What follows belongs to an exercise in optimizing a design on an open flow for small area, a short achievable clock period and few clock cycles; a production flow would make more cautious choices.
RTL that was checked went through simulation tests only; none was proved equivalent to the original.
Only the layout flow was run in runs 2 and 4; the RTL was not checked for function there.

--- flow/run.sh ---
#!/bin/bash
# synth_recipe.tcl (not shown) runs the flow's synth.tcl, then flattens the netlist and writes it again
# the make line also repeats each setting of config.mk as NAME=value (left out here)
make -C /OpenROAD-flow-scripts/flow DESIGN_CONFIG=/design/flow/config.mk WORK_HOME=/design/flow/orfs CLKGATE_MAP_FILE= SYNTH_SCRIPT=/design/flow/synth_recipe.tcl finish
--- flow/config.mk ---
export PLATFORM = sky130hd
export DESIGN_NAME = SimpleCPU
export DESIGN_NICKNAME = SimpleCPU
export VERILOG_FILES = /design/flow/design.v
export SDC_FILE = /design/flow/constraint.sdc
export NUM_CORES = 4
export LEC_CHECK = 0
export CAP_MARGIN = 20
export CORE_MARGIN = 2
export CORE_UTILIZATION = 40
export SLEW_MARGIN = 20
--- flow/constraint.sdc ---
create_clock -name core_clock -period 7.0 [get_ports {clk}]
set_input_delay 1.4000 -clock core_clock [delete_from_list [all_inputs] [get_ports {clk}]]
set_output_delay 1.4000 -clock core_clock [all_outputs]
set_load 0.01 [all_outputs]
--- flow/design.v ---
`timescale 1ns / 1ps
module SimpleCPU(clk, rst, data_fromRAM, wrEn, addr_toRAM, data_toRAM, pCounter);
parameter SIZE = 10;
input clk, rst;
input wire [15:0] data_fromRAM;
output reg wrEn;
output reg [SIZE-1:0] addr_toRAM;
output reg [15:0] data_toRAM;
output reg [SIZE-1:0] pCounter;
reg [ 2:0] opcode, opcodeNext;
reg [12:0] operand1, operand1Next;
reg [SIZE-1:0]   pCounterNext;
reg [15:0] num1,  num1Next;
reg [ 3:0] stateNext;
reg [ 3:0] state;
reg [15:0] W;
reg [ 15:0] WNext;
always @(posedge clk)begin
	state    <= stateNext;
	pCounter <= pCounterNext;
	opcode   <= opcodeNext;
	operand1 <= operand1Next;
	num1     <= num1Next;
	W        <= WNext;
end
always @*begin
	stateNext    = state;
	pCounterNext = pCounter;
	opcodeNext   = opcode;
	operand1Next = operand1;
	num1Next     = num1;
	WNext        = W;
	addr_toRAM   = 0;
	wrEn         = 0;
	data_toRAM   = 0;
if(rst)
	begin
	stateNext    = 0;
	pCounterNext = 0;
	opcodeNext   = 0;
	operand1Next = 0;
	num1Next     = 0;
	WNext        = W;
	addr_toRAM   = 0;
	wrEn         = 0;
	data_toRAM   = 0;
	end
else 
	case(state)                       
		0: begin											 
			pCounterNext = pCounter;
			opcodeNext   = opcode;
			operand1Next = 0;
			addr_toRAM   = pCounter;
			num1Next     = 0;
			WNext        = W;
			wrEn         = 0;
			data_toRAM   = 0;
			stateNext    = 1;
		end 
		1:begin  
			pCounterNext = pCounter;
			opcodeNext   = data_fromRAM[15:13]; 
			operand1Next = data_fromRAM[12:0];
			addr_toRAM   = data_fromRAM[12:0];
			num1Next     = 0;
			wrEn         = 0;
			data_toRAM   = 0;
			stateNext    = 2;
			if(operand1Next == 0)begin
				stateNext = 4;
				addr_toRAM = 4;
			end
		end
		2: begin          
			pCounterNext = pCounter;
			operand1Next = operand1;
			opcodeNext   = opcode;
			num1Next     = data_fromRAM;
			stateNext = 3;
		end
		3: begin            
			pCounterNext = pCounter + 1;
			opcodeNext = opcode;
			operand1Next = operand1;
			if(opcode == 3'b000)  
				WNext = num1 + W;
			if(opcode == 3'b001)  
				WNext = ~( num1 & W);
			if(opcode == 3'b010)begin  
				if(num1 <= 16)
					WNext = W >> num1;
				else
					WNext = W << (num1 -16);
			end
			if(opcode == 3'b011)  
				WNext = W < num1;
			if(opcode == 3'b100)begin  
				if( W == 0 ) 
					pCounterNext = num1;
			end
			if(opcode == 3'b101)begin  
				WNext = num1;
				data_toRAM = num1;
		end
			if(opcode == 3'b110)begin  
				wrEn = 1;
				data_toRAM = W;
				addr_toRAM   = operand1;
			end
			if(opcode == 3'b111)  
				WNext = W * num1 ;
			 stateNext = 0;
		end
		4: begin
			pCounterNext = pCounter;
			operand1Next = operand1;
			opcodeNext   = opcode;
			addr_toRAM   = data_fromRAM;
			num1Next   = data_fromRAM;
			stateNext = 5;
		end
		5: begin
			pCounterNext = pCounter;
			operand1Next = operand1;
			opcodeNext   = opcode;
			num1Next    = data_fromRAM; 
			addr_toRAM  = operand1; 
			stateNext = 3;
			if(opcode == 3'b110)begin  
				wrEn = 1;
				data_toRAM = W;
				addr_toRAM   = num1;
				stateNext = 0;
				pCounterNext = pCounter+1;
			end
		end
		6: begin
			pCounterNext = pCounter;
			operand1Next = operand1;
			opcodeNext   = opcode;
			wrEn         = 0;
			data_toRAM   = num1;
			stateNext = 2;
		end
		default: begin
			stateNext    = 0;
			pCounterNext = 0;
			opcodeNext   = 0;
			operand1Next = 0;
			num1Next     = 0;
			addr_toRAM   = 0;
			wrEn         = 0;
			data_toRAM   = 0;
		end
	endcase
end
endmodule
==> results.py, run 1 <==
metrics = {
    "sta": {
        "rsz0062_at_grt": "no",
        "skew_ps": 10.7,
        "maxSlewViolCount": 0,
        "tightest_slew_ps": 1080,
        "fmax_ghz": 0.163,
        "finalSetupTns_ps": 0,
        "hold_viol": 0,
        "worst_slack_ps": 857,
        "setup_viol": 0,
        "fin_crit_ps": 6140,
        "max_slew_margin_pct": 27.5,
        "post-route-period-util_pct": 87.8,
    },
    "logic_synthesis": {
        "synth_ff_type": "dfxtp_1",
        "yosys_register_bits": 58,
        "synth_area_um2": 10300,
        "syn_area_per_cell_um2": 7.56,
        "synth_cell_types": 78,
        "syn_nets": 1548,
        "yosysWarningCount": 1,
        "async_reset_ff_share_pct": 0,
        "synth_edf_count": 16,
        "ys_seq_area_share_pct": 12.8,
        "netlist_instances": 1364,
    },
    "detailed_routing": {
        "avgRoutedWirePerCell_um": 22.3,
        "wl_um": 38000,
        "vias_per_cell": 6.02,
        "first_pass_iters": 7,
        "routed-via-count": 10200,
        "ant_nets": 0,
        "first_iter_violations": 1016,
        "drc_errors": 0,
    },
    "clocking": {
        "cts_tree": "built",
        "cts_buffers": 9,
        "clock_path_buffers": 2,
        "clockRootBuffer": "clkbuf_16",
        "cts_sinks": 58,
        "cts_max_level": 3,
        "insertion_delay_ps": 350,
        "clk_pin_slew_ps": 60,
        "cts_setup_buffers": 0,
        "cts_hold_buf": 0,
        "cts_resized": 0,
    },
    "layout": {
        "fill_cells": 2587,
        "layout_common_cells": "nor2_1, nand2_1, inv_1, a21oi_1, ha_1",
        "drive_gt1_share_pct": 6.34,
        "area_growth_pct": 10.8,
        "multi_input_comb_area_um2": 8070,
        "register_area_um2": 1330,
        "layout.cells.non_filler": 1702,
        "final_util_pct": 45.2,
        "final_common_cell": "nor2_1",
        "diodes": 0,
        "fin_nets": 1551,
    },
    "worst_setup_path": {
        "cp_cell_sequence": "nand2_1, fa_1, fa_1, fa_1, fa_1, inv_1, fa_1, inv_1, fa_1, inv_1, ha_1, a21o_1, a221o_1, a21o_1, a21oi_1, xnor2_1, o221a_1",
        "arrival_ps": 6250,
        "critical-path-slowest-cell": "dfxtp_1",
        "critical_path_class": "reg2reg",
        "crit_path_frequent_cell": "fa_1",
        "cpPeakStageDelay_ps": 860,
        "critPathBufInv": 3,
        "crit_path_end_kind": "flip-flop",
        "critPathMaxFanout": 17,
        "critPathLaunchType": "flip-flop",
        "cp.required_ps": 7100,
        "path_delay_family": "adder cells",
    },
    "global_routing": {
        "grt_pass1_wl_um": 58700,
        "gr-total-overflow": 0,
        "grt_max_degree": 49,
        "grt_pass1_vias": 9897,
        "antenna_found_initial": 0,
        "grt_usage_pct": 28.5,
    },
    "placement": {
        "io_buffer_count": 54,
        "place_congestion": 1.01,
        "hpwl_um": 28200,
        "dpl.cell_count": 1686,
        "pre_cts_ws_ps": 938,
    },
    "die": {
        "die_h_um": 165,
        "dieWidth_um": 165,
        "placementRows": 58,
        "pin_count": 55,
        "dieArea_um2": 27100,
        "initial_utilization_pct": 40.8,
        "core-area_um2": 25300,
    },
    "hold_path": {
        "min_path_type": "reg2reg",
    },
    "flow_run": {
        "drv_cap": 0,
    },
    "status": {
        "status": "finished clean",
    },
}
[layout make-up]
cell class	instances	area share, %
multi-input combinational	1068	70.7
sequential	58	11.6
timing repair buffer	87	6.90
inverter	143	4.70
tap	330	3.61
clock buffer	11	2.22
clock inverter	5	0.307
[cells in the mapped netlist (all sizes together) (8+ instances only)]
cell	number	area [µm²]
nand3	9	45.0
dfxtp	42	841
nor3	23	125
a22oi	39	293
nand4	8	80.1
inv	141	529
xnor2	39	342
o22ai	15	93.8
xor2	14	123
ha	86	1080
a211oi	18	135
nor2b	14	87.6
buf	20	101
edfxtp	16	480
a222oi	9	90.1
a22o	18	158
nand2	152	573
mux2i	23	230
clkbuf	75	282
a21oi	90	450
fa	80	1600
o211ai	8	60.1
nor4	9	92.6
and2	56	352
o21ai	62	310
nor2	173	659
nand2b	13	81.3
mux2	9	101
[flip-flops by register name, summed over array words and instances, names as in the netlist]
| register | count |
|---|---|
| opcode | 3 |
| pCounter | 10 |
| state | 3 |
| operand1 | 10 |
| W | 16 |
| num1 | 16 |
[path summary, 6_finish.rpt]
path               start           to  slack, ps  depth (start not counted)
max reg2reg      num1[3]        W[15]        860                         17
max              num1[3]        W[15]        860                         17
min          operand1[5]  operand1[5]        520                          2
min reg2reg  operand1[5]  operand1[5]        520                          2
[kinds of logic (layout without fill, tap and decap cells)]
family,after synthesis,in the layout,share of synthesized area [%]
AO/OA/AOI/OAI,332,332,21.4
adder cells (fa/ha/maj),166,166,26.0
multiplexers,38,38,4.53
buffers and inverters,238,246,8.92
XOR/XNOR,53,53,4.50
flip-flops,58,58,12.8
AND/OR/NAND/NOR,479,479,21.8
[metal layers]
metal	vias up	part of all wire (%)	wire [µm]	GRT usage (%)
li1	4663	-	-	-
met1	4988	43	16300	39.2
met2	521	46	17400	45.9
met3	71	8.1	3090	3.24
met4	0	3.2	1200	11.1
met5	-	0	0	0
[worst register-to-register path, stage by stage (launching register included)]
cell     delay [ps]
dfxtp_1         860
nand2_1         160
fa_1            490
fa_1            580
fa_1            450
fa_1            540
inv_1            50
fa_1            470
inv_1            50
fa_1            470
inv_1            40
ha_1            320
a21o_1          200
a221o_1         390
a21o_1          200
a21oi_1         290
xnor2_1         130
o221a_1         220
[per-stage QoR]
| stage | instance area (µm²) | hold slack (ps) |
|---|---|---|
| after global routing | 11400 | 552 |
| after global placement | 11100 | 491 |
| after floorplan | 10300 | 476 |
| final | 11400 | 519 |
| after CTS | 11400 | 519 |
| after detailed placement | 11100 | 504 |
Testbench counts, summed over its fixed seeds: cycles 204,167.
==> run 2, diff against run 1 <==
==> flow/design.v (replaced) <==
`timescale 1ns / 1ps
module SimpleCPU(clk, rst, data_fromRAM, wrEn, addr_toRAM, data_toRAM, pCounter);
parameter SIZE = 10;
input clk, rst;
input wire [15:0] data_fromRAM;
output reg wrEn;
output reg [SIZE-1:0] addr_toRAM;
output wire [15:0] data_toRAM;
output reg [SIZE-1:0] pCounter;
localparam S_D = 2'd0;    
localparam S_E = 2'd1;    
localparam S_F = 2'd2;    
localparam S_I = 2'd3;    
reg [1:0]  state, stateNext;
reg [2:0]  op, opNext;
reg [15:0] W, WNext;
reg [9:0]  S4, S4Next;
reg        s4v, s4vNext;
reg        pend, pendNext;    
reg [15:0] Mreg;
reg [9:0]  pcNext;
wire [15:0] I     = data_fromRAM;
wire [2:0]  iop   = I[15:13];
wire        azero = (I[12:0] == 13'd0);
wire [9:0]  ea_d  = azero ? S4 : I[9:0];
wire [9:0]  pc1   = pCounter + 10'd1;
wire        Wz    = (W == 16'd0);
assign data_toRAM = W;
wire [15:0] M = data_fromRAM;
wire        sh_zero = (|M[15:5]) | (M[4] & ~|M[3:0]);
wire [15:0] Wrev, sh_in, sh_out, sh_rev;
genvar g;
generate for (g = 0; g < 16; g = g + 1) begin : rv
  assign Wrev[g] = W[15-g];
  assign sh_rev[g] = sh_out[15-g];
end endgenerate
assign sh_in  = M[4] ? Wrev : W;
assign sh_out = sh_in >> M[3:0];
wire [15:0] srl_res = sh_zero ? 16'd0 : (M[4] ? sh_rev : sh_out);
reg [15:0] alu;
always @* begin
  case (op)
    3'd0: alu = W + M;
    3'd1: alu = ~(W & M);
    3'd2: alu = srl_res;
    3'd3: alu = {15'd0, W < M};
    default: alu = M;
  endcase
end
always @(posedge clk) begin
  state    <= stateNext;
  pCounter <= pcNext;
  op       <= opNext;
  W        <= WNext;
  S4       <= S4Next;
  s4v      <= s4vNext;
  pend     <= pendNext;
  Mreg     <= data_fromRAM;
end
wire [15:0] prod = W * Mreg;
always @* begin
  stateNext  = state;
  pcNext     = pCounter;
  opNext     = op;
  WNext      = W;
  S4Next     = S4;
  s4vNext    = s4v;
  pendNext   = 1'b0;
  if (pend) WNext = prod;
  addr_toRAM = pCounter;
  wrEn       = 1'b0;
  if (rst) begin
    stateNext  = S_D;
    pcNext     = 10'd0;
    s4vNext    = 1'b0;
    addr_toRAM = 10'd0;
  end else begin
    case (state)
      S_D: begin
        opNext = iop;
        if (pend && (iop == 3'd4 || iop == 3'd6)) begin   
          addr_toRAM = pCounter;
          stateNext  = S_D;
        end else if (iop == 3'd4 && !Wz) begin          
          addr_toRAM = pc1;
          pcNext     = pc1;
          stateNext  = S_D;
        end else if (azero && !s4v) begin      
          addr_toRAM = 10'd4;
          stateNext  = S_I;
        end else if (iop == 3'd6) begin        
          addr_toRAM = ea_d;
          wrEn       = 1'b1;
          pcNext     = pc1;
          stateNext  = S_F;
          if (ea_d == 10'd4) S4Next = W[9:0];
        end else begin
          addr_toRAM = ea_d;
          stateNext  = S_E;
        end
      end
      S_I: begin
        S4Next  = I[9:0];
        s4vNext = 1'b1;
        addr_toRAM = I[9:0];
        if (op == 3'd6) begin
          wrEn      = 1'b1;
          pcNext    = pc1;
          stateNext = S_F;
          if (I[9:0] == 10'd4) S4Next = W[9:0];
        end else begin
          stateNext = S_E;
        end
      end
      S_E: begin
        if (op == 3'd4) begin                  
          addr_toRAM = M[9:0];
          pcNext     = M[9:0];
        end else begin
          if (op == 3'd7) pendNext = 1'b1;
          else WNext = alu;
          addr_toRAM = pc1;
          pcNext     = pc1;
        end
        stateNext = S_D;
      end
      default: begin                           
        addr_toRAM = pCounter;
        stateNext  = S_D;
      end
    endcase
  end
end
endmodule
--- a/flow/config.mk
+++ b/flow/config.mk
@@ -9,3 +9,4 @@
 export CORE_MARGIN = 2
 export CORE_UTILIZATION = 40
+export SETUP_SLACK_MARGIN = 3.0
 export SLEW_MARGIN = 20
==> run 2 against run 1 <==
Net effect: still clean; critical path depth is 1 higher; non-clock buffer count is 38 higher; clock skew is 1.4 ps higher; synthesized area is 6.5% lower; routed wire length is 11% lower; via count is 9.9% lower; critical path type unchanged; largest cell class unchanged.
==> results.py, run 2 <==
metrics = {
    "global_routing": {
        "grt_usage_pct": 26.5,
        "gr-total-overflow": 0,
        "grt_pass1_wl_um": 52500,
        "grt_max_degree": 46,
        "grt_pass1_vias": 9011,
        "antenna_found_initial": 1,
    },
    "layout": {
        "area_growth_pct": 21.7,
        "reg.largest.list": "Mreg (16), W (16)",
        "fin_nets": 1429,
        "drive_gt1_share_pct": 20.8,
        "layout_common_cells": "inv_1, nand2_1, fa_1, ha_1, nor2_1",
        "final_common_cell": "inv_1",
        "diodes": 0,
    },
    "clocking": {
        "clockRootBuffer": "clkbuf_16",
        "clock_path_buffers": 2,
        "clk_pin_slew_ps": 60,
        "cts_max_level": 3,
        "cts_sinks": 59,
        "cts_hold_buf": 0,
        "cts_buffers": 9,
        "insertion_delay_ps": 340,
        "cts_tree": "built",
    },
    "logic_synthesis": {
        "netlist_instances": 1183,
        "synthTopCellsByArea": "fa_1, ha_1, dfxtp_1",
        "syn_area_per_cell_um2": 8.15,
        "synth_area_um2": 9640,
        "ys_seq_area_share_pct": 13.6,
        "synth_top_cells_by_count": "inv_1, nand2_1, ha_1",
        "syn_nets": 1368,
        "synth_top_area_cell": "fa_1",
        "netlist.area_leader.share_pct": 16.8,
        "yosys_register_bits": 59,
        "synth_ff_type": "dfxtp_1",
        "synth_cell_types": 79,
        "async_reset_ff_share_pct": 0,
        "yosysWarningCount": 1,
        "synth_most_common_cell": "inv_1",
        "synth_edf_count": 13,
    },
    "detailed_routing": {
        "first_iter_violations": 997,
        "avgRoutedWirePerCell_um": 21.7,
        "ant_nets": 0,
        "drc_errors": 0,
        "first_pass_iters": 5,
        "wl_um": 34000,
        "vias_per_cell": 5.88,
        "routed-via-count": 9225,
    },
    "sta": {
        "tightest_slew_ps": 1060,
        "skew_ps": 12.1,
        "fmax_ghz": 0.194,
        "worst_slack_ps": 1850,
        "setup_viol": 0,
        "max_slew_margin_pct": 29.4,
        "hold_viol": 0,
        "post-route-period-util_pct": 73.5,
        "finalSetupTns_ps": 0,
        "fin_crit_ps": 5150,
        "rsz0062_at_grt": "yes",
        "maxSlewViolCount": 0,
    },
    "worst_setup_path": {
        "critical-path-slowest-cell": "fa_1",
        "critical_path_class": "reg2reg",
        "crit_path_frequent_cell": "fa_1",
        "arrival_ps": 5380,
        "path_delay_family": "adder cells",
        "cpPeakStageDelay_ps": 530,
        "critPathLaunchType": "flip-flop",
        "critPathMaxFanout": 6,
        "cp_cell_sequence": "buf_6, and2_4, fa_1, inv_1, fa_1, inv_1, fa_2, fa_1, fa_1, inv_1, fa_1, inv_2, ha_4, or2_4, o31a_1, a21oi_2, and3b_2, o32a_1",
        "critPathBufInv": 5,
        "cp.required_ps": 7230,
        "crit_path_end_kind": "flip-flop",
    },
    "status": {
        "status": "finished clean",
    },
    "die": {
        "core-area_um2": 23500,
        "pin_count": 55,
        "die_h_um": 159,
        "placementRows": 56,
        "dieWidth_um": 159,
        "dieArea_um2": 25400,
        "initial_utilization_pct": 41.0,
    },
    "placement": {
        "place_congestion": 0.935,
        "hpwl_um": 22600,
        "pre_cts_ws_ps": 946,
        "io_buffer_count": 54,
    },
    "hold_path": {
        "min_path_type": "reg2reg",
    },
    "flow_run": {
        "drv_cap": 0,
    },
}
[run 2: changes by cell type after synthesis, moves of 19 or more]
cell / before / now
nor2_1: 171 / 73
a22oi_1: 39 / 1
nand2_1: 151 / 119
o21ai_0: 60 / 33
clkbuf_1: 75 / 56
[run 2: area by class of cell]
cell class / count / area, µm²
Clock buffer: 11 / 264
Clock inverter: 5 / 25.0
Fill cell: 2305 / 11800
Inverter: 153 / 579
Multi-Input combinational cell: 896 / 7990
Sequential cell: 59 / 1390
Tap cell: 319 / 399
Timing Repair Buffer: 125 / 1080
[run 2: worst reg2reg max path, stage by stage (launching register included)]
cell,delay [ps]
dfxtp_4,380
buf_6,140
and2_4,130
fa_1,530
inv_1,60
fa_1,480
inv_1,50
fa_2,520
fa_1,440
fa_1,520
inv_1,50
fa_1,490
inv_2,40
ha_4,200
or2_4,240
o31a_1,120
a21oi_2,110
and3b_2,260
o32a_1,290
[run 2: final timing paths]
check,from,to,slack [ps],cells past startpoint
hold reg to reg,s4v,s4v,500,2
setup / recovery,Mreg[4],W[14],1850,18
hold / removal,s4v,s4v,500,2
setup reg to reg,Mreg[4],W[14],1850,18
[run 2: timing repair]
action                                  4_1_cts  5_1_grt
setup buffers                                44       10
endpoints found under the setup margin       26       22
resized for setup                           159       48
gates cloned                                  1        0
hold endpoints to repair                      0        0
pin swaps                                    43       40
[run 2: logic make-up (layout without fill, tap and decap cells)]
family                   Yosys count  count (layout)  synth area share [%]
AO/OA/AOI/OAI                    251             251                  17.6
XOR/XNOR                          54              54                  5.05
AND/OR/NAND/NOR                  375             376                  19.0
buffers and inverters            229             294                  9.47
flip-flops                        59              59                  13.6
adder cells (fa/ha/maj)          167             167                  28.0
multiplexers                      48              48                  7.33
[run 2: stage by stage]
step / utilization (%) / cell area, µm² / hold slack, ps / cells
3_5_place_dp: 45.3 / 10700 / 466 / 1497
3_3_place_gp: 45.3 / 10700 / 451 / 1497
2_1_floorplan: - / 10100 / 440 / 1183
6_report: 49.8 / 11700 / 498 / 1568
5_1_grt: 49.8 / 11700 / 524 / 1568
4_1_cts: 48.8 / 11500 / 479 / 1558
[run 2: metal layers]
metal	part of all wire, %	routed length, µm	track usage, %
met2	44	15000	41.6
met5	0	0	0
met1	44	14900	36.6
met3	7.5	2530	3.88
met4	4.6	1550	11.2
==> run 3, diff against run 2 <==
--- a/flow/design.v
+++ b/flow/design.v
@@ -17,6 +17,4 @@
 reg [9:0]  S4, S4Next;
 reg        s4v, s4vNext;
-reg        pend, pendNext;    
-reg [15:0] Mreg;
 reg [9:0]  pcNext;
 wire [15:0] I     = data_fromRAM;
@@ -45,4 +43,5 @@
     3'd2: alu = srl_res;
     3'd3: alu = {15'd0, W < M};
+    3'd7: alu = W * M;
     default: alu = M;
   endcase
@@ -55,8 +54,5 @@
   S4       <= S4Next;
   s4v      <= s4vNext;
-  pend     <= pendNext;
-  Mreg     <= data_fromRAM;
 end
-wire [15:0] prod = W * Mreg;
 always @* begin
   stateNext  = state;
@@ -66,6 +62,4 @@
   S4Next     = S4;
   s4vNext    = s4v;
-  pendNext   = 1'b0;
-  if (pend) WNext = prod;
   addr_toRAM = pCounter;
   wrEn       = 1'b0;
@@ -79,8 +73,5 @@
       S_D: begin
         opNext = iop;
-        if (pend && (iop == 3'd4 || iop == 3'd6)) begin   
-          addr_toRAM = pCounter;
-          stateNext  = S_D;
-        end else if (iop == 3'd4 && !Wz) begin          
+        if (iop == 3'd4 && !Wz) begin          
           addr_toRAM = pc1;
           pcNext     = pc1;
@@ -118,6 +109,5 @@
           pcNext     = M[9:0];
         end else begin
-          if (op == 3'd7) pendNext = 1'b1;
-          else WNext = alu;
+          WNext      = alu;
           addr_toRAM = pc1;
           pcNext     = pc1;
--- a/flow/config.mk
+++ b/flow/config.mk
@@ -9,4 +9,3 @@
 export CORE_MARGIN = 2
 export CORE_UTILIZATION = 40
-export SETUP_SLACK_MARGIN = 3.0
 export SLEW_MARGIN = 20
==> run 3 against run 2 <==
Net effect: still clean; worst hold slack improved by 47 ps; critical path depth up 1; sequential share of layout area is 1.0 points lower; core utilization down 3.3 points; die area decreased by 6.0%; critical path type is now in2reg.
==> results.py, run 3 <==
metrics = {
    "die": {
        "pin_count": 55,
        "initial_utilization_pct": 40.3,
        "die_h_um": 154,
        "dieArea_um2": 23800,
        "dieWidth_um": 154,
        "placementRows": 55,
        "core-area_um2": 22400,
    },
    "logic_synthesis": {
        "synth_edf_count": 29,
        "synth_area_um2": 9040,
        "syn_nets": 1301,
        "synth_ff_type": "edfxtp_1",
        "netlist_instances": 1115,
        "synth_top_cells_by_count": "inv_1, nand2_1, ha_1",
        "ys_seq_area_share_pct": 12.5,
        "netlist.area_leader.share_pct": 17.7,
        "synth_cell_types": 77,
        "yosysWarningCount": 1,
        "syn_area_per_cell_um2": 8.11,
        "synth_most_common_cell": "inv_1",
        "async_reset_ff_share_pct": 0,
        "synth_top_area_cell": "fa_1",
        "yosys_register_bits": 42,
        "synthTopCellsByArea": "fa_1, ha_1, edfxtp_1",
    },
    "worst_setup_path": {
        "crit_path_frequent_cell": "fa_1",
        "cp_cell_sequence": "clkdlybuf4s50_1, buf_4, and2_1, fa_1, inv_1, fa_1, inv_1, fa_1, fa_1, inv_1, fa_1, fa_1, inv_1, ha_1, or3_1, nor3_2, o31a_1, nor3_1, o32a_1",
        "crit_path_end_kind": "flip-flop",
        "cpPeakStageDelay_ps": 540,
        "critical_path_class": "in2reg",
        "cp.required_ps": 7040,
        "crit_start": "data_fromRAM[1]",
        "critPathMaxFanout": 9,
        "arrival_ps": 6760,
        "critical-path-slowest-cell": "fa_1",
        "r2r-start": "W[6]",
        "critPathLaunchType": "primary input",
    },
    "sta": {
        "skew_ps": 3.12,
        "fin_crit_ps": 6720,
        "tightest_slew_ps": 1060,
        "max_slew_margin_pct": 29.1,
        "rsz0062_at_grt": "no",
        "fmax_ghz": 0.149,
        "maxSlewViolCount": 0,
        "post-route-period-util_pct": 96.1,
        "setup_viol": 0,
        "hold_viol": 0,
    },
    "placement": {
        "dpl.cell_count": 1467,
        "io_buffer_count": 54,
        "place_congestion": 1.04,
        "hpwl_um": 24100,
    },
    "clocking": {
        "cts_max_level": 2,
        "cts_buffers": 5,
        "clk_pin_slew_ps": 70,
        "clock_path_buffers": 2,
        "insertion_delay_ps": 290,
        "cts_tree": "built",
        "clockRootBuffer": "clkbuf_16",
        "cts_sinks": 42,
        "cts_hold_buf": 0,
    },
    "detailed_routing": {
        "wl_um": 30900,
        "ant_nets": 0,
        "first_pass_iters": 5,
        "routed-via-count": 8541,
        "vias_per_cell": 5.79,
        "drc_errors": 0,
        "avgRoutedWirePerCell_um": 21.0,
        "first_iter_violations": 835,
    },
    "global_routing": {
        "antenna_found_initial": 0,
        "grt_pass1_vias": 8525,
        "grt_pass1_wl_um": 49100,
        "grt_max_degree": 31,
        "gr-total-overflow": 0,
        "grt_usage_pct": 26.4,
    },
    "layout": {
        "layout_common_cells": "inv_1, nand2_1, ha_1, nor2_1, fa_1",
        "final_common_cell": "inv_1",
        "reg.largest.list": "W (16), S4 (10), pCounter (10)",
        "fin_nets": 1375,
        "largest_register_ffs": 16,
        "layout.cells.non_filler": 1475,
        "regMostFlops": "W",
        "diodes": 0,
        "fill_cells": 2218,
        "area_growth_pct": 15.5,
        "drive_gt1_share_pct": 11.0,
        "final_util_pct": 46.6,
    },
    "hold_path": {
        "min_path_type": "reg2reg",
        "hold_start": "s4v",
    },
    "flow_run": {
        "drv_cap": 0,
    },
    "status": {
        "status": "finished clean",
    },
}
run 3: cell count changes after synthesis, sizes merged, moves of 11 or more:
cell    change
a221oi     -13
o21ai      +33
nor2       +11
a21oi      -19
dfxtp      -33
and2       -18
edfxtp     +16
run 3: cell families after synthesis:
logic type | after synthesis | share of synthesized area, %
AOI/OAI and AO/OA | 241 | 17.2
buffers and inverters | 213 | 9.32
DFF | 42 | 12.5
and+or+nand+nor | 357 | 19.0
adders and majority gates | 168 | 29.9
xor gates and xnor gates | 57 | 5.84
muxes | 37 | 6.22
run 3: cell type report:
class | instances | area (µm²) | area share (%)
Clock buffer | 6 | 129 | 1.23
Clock inverter | 2 | 13.8 | 0.132
Inverter | 147 | 552 | 5.28
Multi-Input combinational cell | 860 | 7120 | 68.1
Sequential cell | 42 | 1130 | 10.8
Tap cell | 285 | 357 | 3.41
Timing Repair Buffer | 133 | 1150 | 11.0
run 3: repair_timing:
action	in CTS	in global routing
gates resized for setup	0	7
buffers inserted	0	0
setup endpoints to repair	0	3
run 3: metal layers:
metal,vias up,track usage [%],part of all wire (%)
met5,-,0,0
met4,0,7.54,3.0
met3,61,3.75,9.2
met2,416,41.5,44
met1,4131,38.0,44
li1,3933,-,-
run 3: critical path: cells and delay by family:
kind	cells	cell delay [ps]
adder cells (fa/ha/maj)	7	3220
AND/OR/NAND/NOR	4	800
AO/OA/AOI/OAI	2	530
buffers and inverters	6	810
run 3: worst paths after layout:
path / to / slack, ps / depth (start not counted)
setup / recovery: W[15] / 280 / 19
hold / removal: s4v / 550 / 2
setup reg to reg: W[15] / 970 / 18
hold reg to reg: s4v / 550 / 2
run 3: per-stage QoR:
step / TNS, ps / instance area, µm² / hold slack [ps] / worst slack (ps)
after floorplan: 0 / 9050 / 493 / 46.3
after global placement: -238 / 10300 / 518 / -134
after detailed placement: -451 / 10300 / 535 / -208
after CTS: 0 / 10400 / 543 / 77.8
after global routing: 0 / 10400 / 582 / 38.6
final: 0 / 10400 / 545 / 275
Testbench counts of run 3, summed over its fixed seeds: cycles 97,789.
==> run 4, diff against run 3 <==
--- a/flow/design.v
+++ b/flow/design.v
@@ -8,13 +8,18 @@
 output wire [15:0] data_toRAM;
 output reg [SIZE-1:0] pCounter;
-localparam S_D = 2'd0;    
-localparam S_E = 2'd1;    
-localparam S_F = 2'd2;    
-localparam S_I = 2'd3;    
-reg [1:0]  state, stateNext;
+localparam S_D = 3'd0;    
+localparam S_E = 3'd1;    
+localparam S_F = 3'd2;    
+localparam S_I = 3'd3;    
+localparam S_M = 3'd4;    
+reg [2:0]  state, stateNext;
 reg [2:0]  op, opNext;
 reg [15:0] W, WNext;
 reg [9:0]  S4, S4Next;
 reg        s4v, s4vNext;
+reg        pend, pendNext;    
+reg [15:0] Mreg;
+reg [15:0] acc, accNext;
+reg [1:0]  cnt, cntNext;
 reg [9:0]  pcNext;
 wire [15:0] I     = data_fromRAM;
@@ -43,5 +48,4 @@
     3'd2: alu = srl_res;
     3'd3: alu = {15'd0, W < M};
-    3'd7: alu = W * M;
     default: alu = M;
   endcase
@@ -54,5 +58,21 @@
   S4       <= S4Next;
   s4v      <= s4vNext;
+  pend     <= pendNext;
+  acc      <= accNext;
+  cnt      <= cntNext;
+  if (state != S_M) Mreg <= data_fromRAM;
 end
+reg [3:0] nib;
+always @* begin
+  case (cnt)
+    2'd0: nib = Mreg[15:12];
+    2'd1: nib = Mreg[11:8];
+    2'd2: nib = Mreg[7:4];
+    default: nib = Mreg[3:0];
+  endcase
+end
+wire [15:0] accs = (cnt == 2'd0) ? 16'd0 : {acc[11:0], 4'd0};
+wire [15:0] prod = accs + (nib[0] ? W : 16'd0) + (nib[1] ? {W[14:0], 1'b0} : 16'd0)
+                 + (nib[2] ? {W[13:0], 2'd0} : 16'd0) + (nib[3] ? {W[12:0], 3'd0} : 16'd0);
 always @* begin
   stateNext  = state;
@@ -62,4 +82,8 @@
   S4Next     = S4;
   s4vNext    = s4v;
+  pendNext   = 1'b0;
+  accNext    = prod;
+  cntNext    = 2'd0;
+  if (pend) WNext = prod;
   addr_toRAM = pCounter;
   wrEn       = 1'b0;
@@ -73,5 +97,8 @@
       S_D: begin
         opNext = iop;
-        if (iop == 3'd4 && !Wz) begin          
+        if (pend && (iop == 3'd4 || iop == 3'd6)) begin   
+          addr_toRAM = pCounter;
+          stateNext  = S_D;
+        end else if (iop == 3'd4 && !Wz) begin          
           addr_toRAM = pc1;
           pcNext     = pc1;
@@ -114,4 +141,19 @@
         end
         stateNext = S_D;
+        if (op == 3'd7) begin                  
+          WNext      = W;
+          addr_toRAM = pCounter;
+          pcNext     = pCounter;
+          stateNext  = S_M;
+        end
+      end
+      S_M: begin
+        cntNext = cnt + 2'd1;
+        if (cnt == 2'd2) begin                
+          addr_toRAM = pc1;
+          pcNext     = pc1;
+          pendNext   = 1'b1;
+          stateNext  = S_D;
+        end
       end
       default: begin                           
--- a/flow/config.mk
+++ b/flow/config.mk
@@ -9,3 +9,4 @@
 export CORE_MARGIN = 2
 export CORE_UTILIZATION = 40
+export SETUP_SLACK_MARGIN = 3.0
 export SLEW_MARGIN = 20
==> run 4 against run 3 <==
Net effect: via count fell by 1.5%; still clean on timing, DRC and antenna; cell count shrank 8.4%; register-to-register slack better by 940 ps; synthesized area fell by 7.0%; global-route usage grew 1.2 points; non-clock buffer count decreased by 7.
==> results.py, run 4 <==
metrics = {
    "status": {
        "status": "finished clean",
    },
    "sta": {
        "fmax_ghz": 0.194,
        "fin_crit_ps": 5150,
        "finalSetupTns_ps": 0,
        "max_slew_margin_pct": 22.0,
        "post-route-period-util_pct": 73.6,
        "tightest_slew_ps": 1170,
        "maxSlewViolCount": 0,
        "skew_ps": 12.6,
        "rsz0062_at_grt": "yes",
        "hold_viol": 0,
        "setup_viol": 0,
    },
    "layout": {
        "multi_input_comb_area_um2": 6370,
        "reg.largest.list": "Mreg (16), W (16), acc (12)",
        "fill_cells": 1991,
        "register_area_um2": 1940,
        "fin_area_um2": 10400,
        "layout_common_cells": "nand2_1, nor2_1, inv_1, a21oi_1, buf_4",
        "area_growth_pct": 23.6,
        "fin_nets": 1178,
        "final_common_cell": "nand2_1",
        "drive_gt1_share_pct": 21.7,
        "diodes": 0,
    },
    "clocking": {
        "cts_sinks": 74,
        "insertion_delay_ps": 350,
        "clockRootBuffer": "clkbuf_16",
        "cts_buffers": 9,
        "cts_tree": "built",
        "clock_path_buffers": 2,
        "clk_pin_slew_ps": 50,
        "cts_max_level": 3,
    },
    "global_routing": {
        "grt_pass1_vias": 8084,
        "grt_usage_pct": 27.6,
        "grt_pass1_wl_um": 47000,
        "gr-total-overflow": 0,
        "grt_max_degree": 44,
        "antenna_found_initial": 1,
    },
    "logic_synthesis": {
        "netlist.area_leader.share_pct": 16.1,
        "syn_nets": 1111,
        "yosys_register_bits": 74,
        "synth_area_um2": 8410,
        "synth_top_cells_by_count": "nand2_1, inv_1, nor2_1",
        "synth_most_common_cell": "nand2_1",
        "synthTopCellsByArea": "edfxtp_1, fa_1, ha_1",
        "yosysWarningCount": 1,
        "synth_edf_count": 45,
        "syn_area_per_cell_um2": 8.37,
        "ys_seq_area_share_pct": 23.0,
        "synth_ff_type": "edfxtp_1",
        "synth_top_area_cell": "edfxtp_1",
        "synth_cell_types": 75,
        "async_reset_ff_share_pct": 0,
        "netlist_instances": 1004,
    },
    "die": {
        "core-area_um2": 20800,
        "placementRows": 53,
        "dieWidth_um": 149,
        "dieArea_um2": 22200,
        "die_h_um": 149,
        "pin_count": 55,
        "initial_utilization_pct": 40.4,
    },
    "worst_setup_path": {
        "cp.required_ps": 5600,
        "r2r-start": "cnt[0]",
        "critical_path_class": "in2out",
        "critPathLaunchType": "primary input",
        "crit_start": "data_fromRAM[1]",
        "rrSetupSlack_ps": 1910,
        "r2r_cells": 23,
        "arrival_ps": 3750,
        "timing.rr.end": "W[8]",
        "critPathMaxFanout": 4,
        "crit_path_end_kind": "output pin",
    },
    "detailed_routing": {
        "drc_errors": 0,
        "wl_um": 30800,
        "ant_nets": 0,
        "routed-via-count": 8409,
        "avgRoutedWirePerCell_um": 22.8,
        "vias_per_cell": 6.22,
        "first_iter_violations": 988,
        "first_pass_iters": 7,
    },
    "hold_path": {
        "hold_start": "s4v",
        "min_to": "s4v",
        "min_path_type": "reg2reg",
        "hold_depth": 2,
    },
    "placement": {
        "place_congestion": 0.964,
        "io_buffer_count": 54,
        "dpl-instance-area_um2": 9280,
        "hpwl_um": 21000,
    },
    "flow_run": {
        "drv_cap": 0,
    },
}
-- run 4: changes by cell type in the layout (fill, tap and decap cells not counted), moves of 23 or more --
cell             previous run  this run
clkdlybuf4s50_1            52        26
ha_1                       86        41
buf_6                       0        23
buf_4                      77        51
inv_1                     143        73
xnor2_1                    37        13
nand2_1                   123        80
fa_1                       80        35
-- run 4: through the flow --
stage | setup slack, ps | hold WS (ps) | cells | utilization (%)
floorplan | 2290 | 427 | 1004 | -
global placement | 882 | 441 | 1290 | 44.6
detailed placement | 877 | 444 | 1290 | 44.6
CTS | 1860 | 527 | 1340 | 48.7
global route | 1690 | 549 | 1351 | 49.9
finish | 1850 | 521 | 1351 | 49.9
-- run 4: logic make-up after synthesis --
logic type               after synthesis  synth area share [%]
XOR/XNOR                              29                  3.18
multiplexers                          44                  7.43
adder cells (fa/ha/maj)               89                  16.6
AND/OR/NAND/NOR                      329                  19.8
buffers and inverters                152                  7.20
flip-flops                            74                  23.0
AO/OA/AOI/OAI                        287                  22.8
-- run 4: worst max-delay path by stage --
| stage | to | slack, ps | cells after the start |
|---|---|---|---|
| 2_1_floorplan | W[14] | 2290 | 23 |
| 3_3_place_gp | addr_toRAM[9] | 880 | 11 |
| 3_5_place_dp | addr_toRAM[9] | 880 | 11 |
| 4_1_cts | addr_toRAM[4] | 1860 | 7 |
| 5_1_grt | W[12] | 1690 | 24 |
| 6_report | addr_toRAM[0] | 1850 | 13 |
-- run 4: routing by layer --
layer | vias up | GRT usage (%) | wire length, µm
li1 | 3772 | - | -
met1 | 4082 | 37.4 | 13000
met2 | 453 | 42.9 | 13700
met3 | 102 | 4.95 | 2720
met4 | 0 | 12.9 | 1340
met5 | - | 0 | 0
-- run 4: worst max-delay path, stage by stage --
cell	delay [ps]
buf_6	90
or4_4	570
nor4_4	280
buf_6	170
buf_6	100
buf_6	90
nand2_2	40
nand2_1	60
nand4_1	180
a21oi_2	220
o21bai_1	110
a211oi_2	260
buf_2	180
-- run 4: what timing repair did --
action	in CTS	in global routing
hold buffers	0	0
endpoints found under the setup margin	54	45
resized for setup	125	71
buffers inserted	34	11
pin swaps	48	46
-- run 4: area by class of cell --
type,instances,area share [%]
multi-input combinational,778,61.3
tap,275,3.31
timing repair buffer,126,10.5
clock inverter,7,1.13
clock buffer,9,2.17
inverter,82,2.99
sequential,74,18.6

[afterwards: timing with drivers on the ports]
Ports are ideal in the flow. The routed layouts listed here were re-timed in OpenROAD.
Step 1 assumes that a clkbuf_16 drives the clock port and a buf_2 every other input.
Step 2 also shifts input and output timing later by t, the mid clock arrival at the registers, as if the neighbouring blocks saw the same clock.
a / b / c = ideal ports / drivers / drivers and shift; a / b = the first two.
run | shift t [ns] | setup slack, ns | hold WS [ns] | slew at the worst register clock pin (ns)
run 1 | 0.391 | 0.857 / 0.857 / 0.857 | 0.519 / 0.519 / 0.519 | 0.07 / 0.07
run 2 | 0.383 | 1.853 / 1.853 / 1.853 | 0.498 / 0.498 / 0.498 | 0.06 / 0.06
run 3 | 0.324 | 0.275 / 0.286 / -0.037 | 0.545 / 0.545 / 0.545 | 0.07 / 0.07
run 4 | 0.398 | 1.846 / 1.815 / 1.815 | 0.521 / 0.521 / 0.521 | 0.07 / 0.07
Met with ideal ports but missed after step 2: setup timing in run 3. For run 3, which loses most, drivers alone change the setup slack by +0.011 ns; drivers and shift together by -0.312 ns.
